Context: an optimization exercise on an open-source flow, tuned for small area and a short achievable clock period. The choices shown serve that exercise and are no tape-out recipe. At most, simulation tests tie the RTL to the original design; equivalence was not proved. The flow treats the clock pin as an ideal source, which a real chip does not have.

build 94:
// fir_filter_top
module fir_filter_top #(
    parameter WIDTH = 16,
    parameter TAPS = 8,
    parameter COEFF_SUM = 20
) (
    input wire clk,
    input wire rst,
    input wire signed [WIDTH-1:0] x_in,
    output wire signed [WIDTH+3:0] y_out_raw,
    output wire signed [WIDTH+3:0] y_out
);
Size: about 950 cells after synthesis, about 260 flip-flops.
clock: 10.0 ns
lec_check: 0
abc_area: 1
cap_margin: 20
core_margin: 2
core_utilization: 40
cts_buf_list: sky130_fd_sc_hd__clkbuf_4
slew_margin: 20
standard.sh (not shown) runs the stock make flow with config.mk's settings and CLKGATE_MAP_FILE= SYNTH_SCRIPT=/design/flow/synth_recipe.tcl, a recipe that flattens the netlist after the stock synthesis.
==> flow/flow/run.sh <==
#!/bin/bash
# The standard layout flow, with the port buffers made of a small buffer cell.
set -euo pipefail
bash standard.sh "BUFFER_PORTS_ARGS=-buffer_cell sky130_fd_sc_hd__buf_1" finish > standard.log 2>&1
Edits applied to the flow inputs when going from build 94 to build 35:
Settings: changing CTS_BUF_LIST from sky130_fd_sc_hd__clkbuf_4 to sky130_fd_sc_hd__clkbuf_8.
==> flow/flow/run.sh <==
#!/bin/bash
# The standard layout flow, with the port buffers made of a small buffer cell.
set -euo pipefail
bash standard.sh "BUFFER_PORTS_ARGS=-buffer_cell sky130_fd_sc_hd__buf_2" finish > standard.log 2>&1
==> comparison <==
In summary, build 35 completed successfully, with a layout that passed the timing, DRC and antenna checks. Compared with build 94, build 35 degrades fmax. Of build 35 and build 94, the run reporting the lower time the final worst path needs with I/O delays and setup was build 94. Via count: build 35 better than build 94. When the final numbers for build 35 and build 94 were put side by side, the synthesis-to-layout area growth turned out to be greater in build 35. As of build 35, final standard cell count with taps included and fillers excluded had fallen by a few percent compared to build 94. Build 35 vs. build 94: sum of met3 wire segment lengths after detailed routing climbed about 1%; design area climbed about 1.3%.
No functional check of the RTL was part of any run of this note.

---

fir_filter_top, a different RTL version from the one above (not shown whole).
For scale: ~910 cells after synthesis, roughly 260 flip-flops, roughly 58 I/O pins.
==> flow/design.v (excerpt) <==
module fir_filter_top #(
    parameter WIDTH = 16,
    parameter TAPS = 8,
    parameter COEFF_SUM = 20
) (
    input wire clk,
    input wire rst,
    input wire signed [WIDTH-1:0] x_in,
    output wire signed [WIDTH+3:0] y_out_raw,
    output wire signed [WIDTH+3:0] y_out
);
==> flow/config.mk <==
export PLATFORM = sky130hd
export DESIGN_NAME = fir_filter_top
export DESIGN_NICKNAME = fir_filter_top
export VERILOG_FILES = /design/flow/design.v
export SDC_FILE = /design/flow/constraint.sdc
export NUM_CORES = 4
export LEC_CHECK = 0
export ABC_AREA = 1
export CAP_MARGIN = 20
export CORE_MARGIN = 2
export CORE_UTILIZATION = 40
export SLEW_MARGIN = 20
==> flow/constraint.sdc <==
create_clock -name core_clock -period 10.0 [get_ports {clk}]
set_input_delay 2.0000 -clock core_clock [delete_from_list [all_inputs] [get_ports {clk}]]
set_output_delay 2.0000 -clock core_clock [all_outputs]
set_load 0.01 [all_outputs]
==> flow/flow/run.sh <==
#!/bin/bash
# The standard layout flow, with small port buffers and a clock tree
# built from one buffer type, without dummy loads.
set -euo pipefail
bash standard.sh \
  "BUFFER_PORTS_ARGS=-buffer_cell sky130_fd_sc_hd__buf_1" \
  "CTS_ARGS=-sink_clustering_enable -repair_clock_nets -buf_list sky130_fd_sc_hd__clkbuf_8 -sink_clustering_size 16 -sink_clustering_max_diameter 80 -dont_use_dummy_load" \
  finish > standard.log 2>&1
The first run went through all stages and came out clean.
Rerun with:
==> flow/flow/run.sh (replaced) <==
#!/bin/bash
# The standard layout flow, with small port buffers, a clock tree built
# from one buffer type without dummy loads, and after CTS a setup repair that
# aims for a 3.05 ns period (the SDC keeps the design's 10 ns clock).
set -euo pipefail
bash standard.sh \
  "BUFFER_PORTS_ARGS=-buffer_cell sky130_fd_sc_hd__buf_1" \
  "CTS_ARGS=-sink_clustering_enable -repair_clock_nets -buf_list sky130_fd_sc_hd__clkbuf_8 -sink_clustering_size 16 -sink_clustering_max_diameter 80 -dont_use_dummy_load" \
  "POST_CTS_TCL=$PWD/flow/post_cts.tcl" \
  finish > standard.log 2>&1
==> flow/flow/post_cts.tcl (new file) <==
estimate_parasitics -placement
repair_timing -setup -setup_margin 7.0 -repair_tns 100
detailed_placement
Outcome: Utilization came out higher by 0.11 points; non-clock buffer count stays the same; wire length barely changes; cell area hardly moves.
No run of this note included a check of the RTL's function; only the layout flow was run.

---

run 5:
fir_filter_top, a different RTL version from the one above (not shown whole).
Size: ~820 cells after synthesis, about 280 flip-flops, about 58 I/O pins, ~10,000 um2 of cells after synthesis.
Design fir_filter_top, start of the top module:
module fir_filter_top #(
    parameter WIDTH = 16,
    parameter TAPS = 8,
    parameter COEFF_SUM = 20
) (
    input wire clk,
    input wire rst,
    input wire signed [WIDTH-1:0] x_in,
    output wire signed [WIDTH+3:0] y_out_raw,
    output wire signed [WIDTH+3:0] y_out
);
clock: 10.0 ns
lec_check: 0
abc_area: 1
cap_margin: 20
core_margin: 2
core_utilization: 40
slew_margin: 20
==> flow/flow/run.sh <==
#!/bin/bash
# The standard layout flow (standard.sh, its own synthesis unchanged) with:
# - port buffers of the small cell buf_1;
# - a clock tree of clkbuf_16 buffers, sinks clustered by up to 24, and no
#   dummy loads;
# - after CTS, a setup repair that aims for a 3 ns period (flow/post_cts.tcl);
#   the SDC keeps the design's 10 ns clock.
# ORFS writes each step's log under orfs/logs; make's output goes to standard.log.
set -euo pipefail
bash standard.sh \
  "BUFFER_PORTS_ARGS=-buffer_cell sky130_fd_sc_hd__buf_1" \
  "CTS_ARGS=-sink_clustering_enable -repair_clock_nets -buf_list sky130_fd_sc_hd__clkbuf_16 -root_buf sky130_fd_sc_hd__clkbuf_16 -sink_clustering_size 24 -sink_clustering_max_diameter 100 -dont_use_dummy_load" \
  "POST_CTS_TCL=$PWD/flow/post_cts.tcl" \
  finish > standard.log 2>&1
==> flow/flow/post_cts.tcl <==
# After CTS: repair setup toward a 3 ns period (slack margin 7 ns on the 10 ns
# clock), then legalize the placement again.
estimate_parasitics -placement
repair_timing -setup -setup_margin 7.1 -repair_tns 100
detailed_placement
Input changes introduced in run 2 (baseline for comparison: run 5):
-- flow/flow/run.sh --
<<< run 5, line 12
  "CTS_ARGS=-sink_clustering_enable -repair_clock_nets -buf_list sky130_fd_sc_hd__clkbuf_16 -root_buf sky130_fd_sc_hd__clkbuf_16 -sink_clustering_size 24 -sink_clustering_max_diameter 100 -dont_use_dummy_load" \
>>> run 2, line 12
  "CTS_ARGS=-sink_clustering_enable -repair_clock_nets -buf_list sky130_fd_sc_hd__clkbuf_16 -root_buf sky130_fd_sc_hd__clkbuf_16 -sink_clustering_size 24 -sink_clustering_max_diameter 100 -num_static_layers 1 -dont_use_dummy_load" \
-- flow/flow/post_cts.tcl --
<<< run 5, line 4
repair_timing -setup -setup_margin 7.1 -repair_tns 100
>>> run 2, line 4
repair_timing -setup -setup_margin 7.0 -repair_tns 100
==> comparison <==
- The final layout from run 2, which completed every stage, passed the timing, DRC and antenna checks at the end of the flow.
- Diff run 5..run 2 | sequential share of layout area | negligible
- Looking at run 2 and run 5, the wire length is a wash.
- As far as final area is concerned, run 2 and run 5 perform about the same.
- Number of sequential storage elements: run 5 vs run 2, no meaningful difference
- The fill cell instance count of the final layout on run 2 is in line with that on run 5.
- | buffer count excluding the clock tree in the final layout | run 2 vs run 5 | ≈ equal |

re-timing with driven ports:
No port has a modelled driver above. Below, the same layouts with a new extraction and two added sets of constraints. Step 1 sets driving cells, clkbuf_16 on the clock port and buf_2 on the other inputs (assumed; they add their load-dependent delay and slew). Step 2, shift: input delay + t, output delay - t, t = (earliest + latest rising clock arrival at the registers) / 2. This alone moves slack from input paths to output paths. Slacks: no drivers / after step 1 / after step 2; pairs: no drivers / after step 1.
run	t (ns)	setup slack, ns	worst hold slack (ns)	worst register clock-pin slew, ns
build 94	0.677	6.700 / 6.700 / 6.390	0.316 / 0.316 / 0.316	0.07 / 0.07
build 35	0.571	6.648 / 6.648 / 6.433	0.343 / 0.343 / 0.343	0.07 / 0.07
the first run of note 2	0.550	6.913 / 6.924 / 6.384	0.344 / 0.344 / 0.344	0.10 / 0.10
the second run of note 2	0.550	6.964 / 6.922 / 6.671	0.344 / 0.344 / 0.344	0.10 / 0.10
run 5	0.510	7.012 / 6.971 / 6.702	0.328 / 0.328 / 0.328	0.09 / 0.09
run 2	0.510	7.016 / 6.975 / 6.711	0.327 / 0.327 / 0.327	0.09 / 0.09
After both steps every run listed still meets setup and hold. The setup slack of the first run of note 2, which loses most, moves by +0.011 ns with the drivers and by -0.529 ns with both steps. The worst setup slack also covers recovery checks on asynchronous resets.
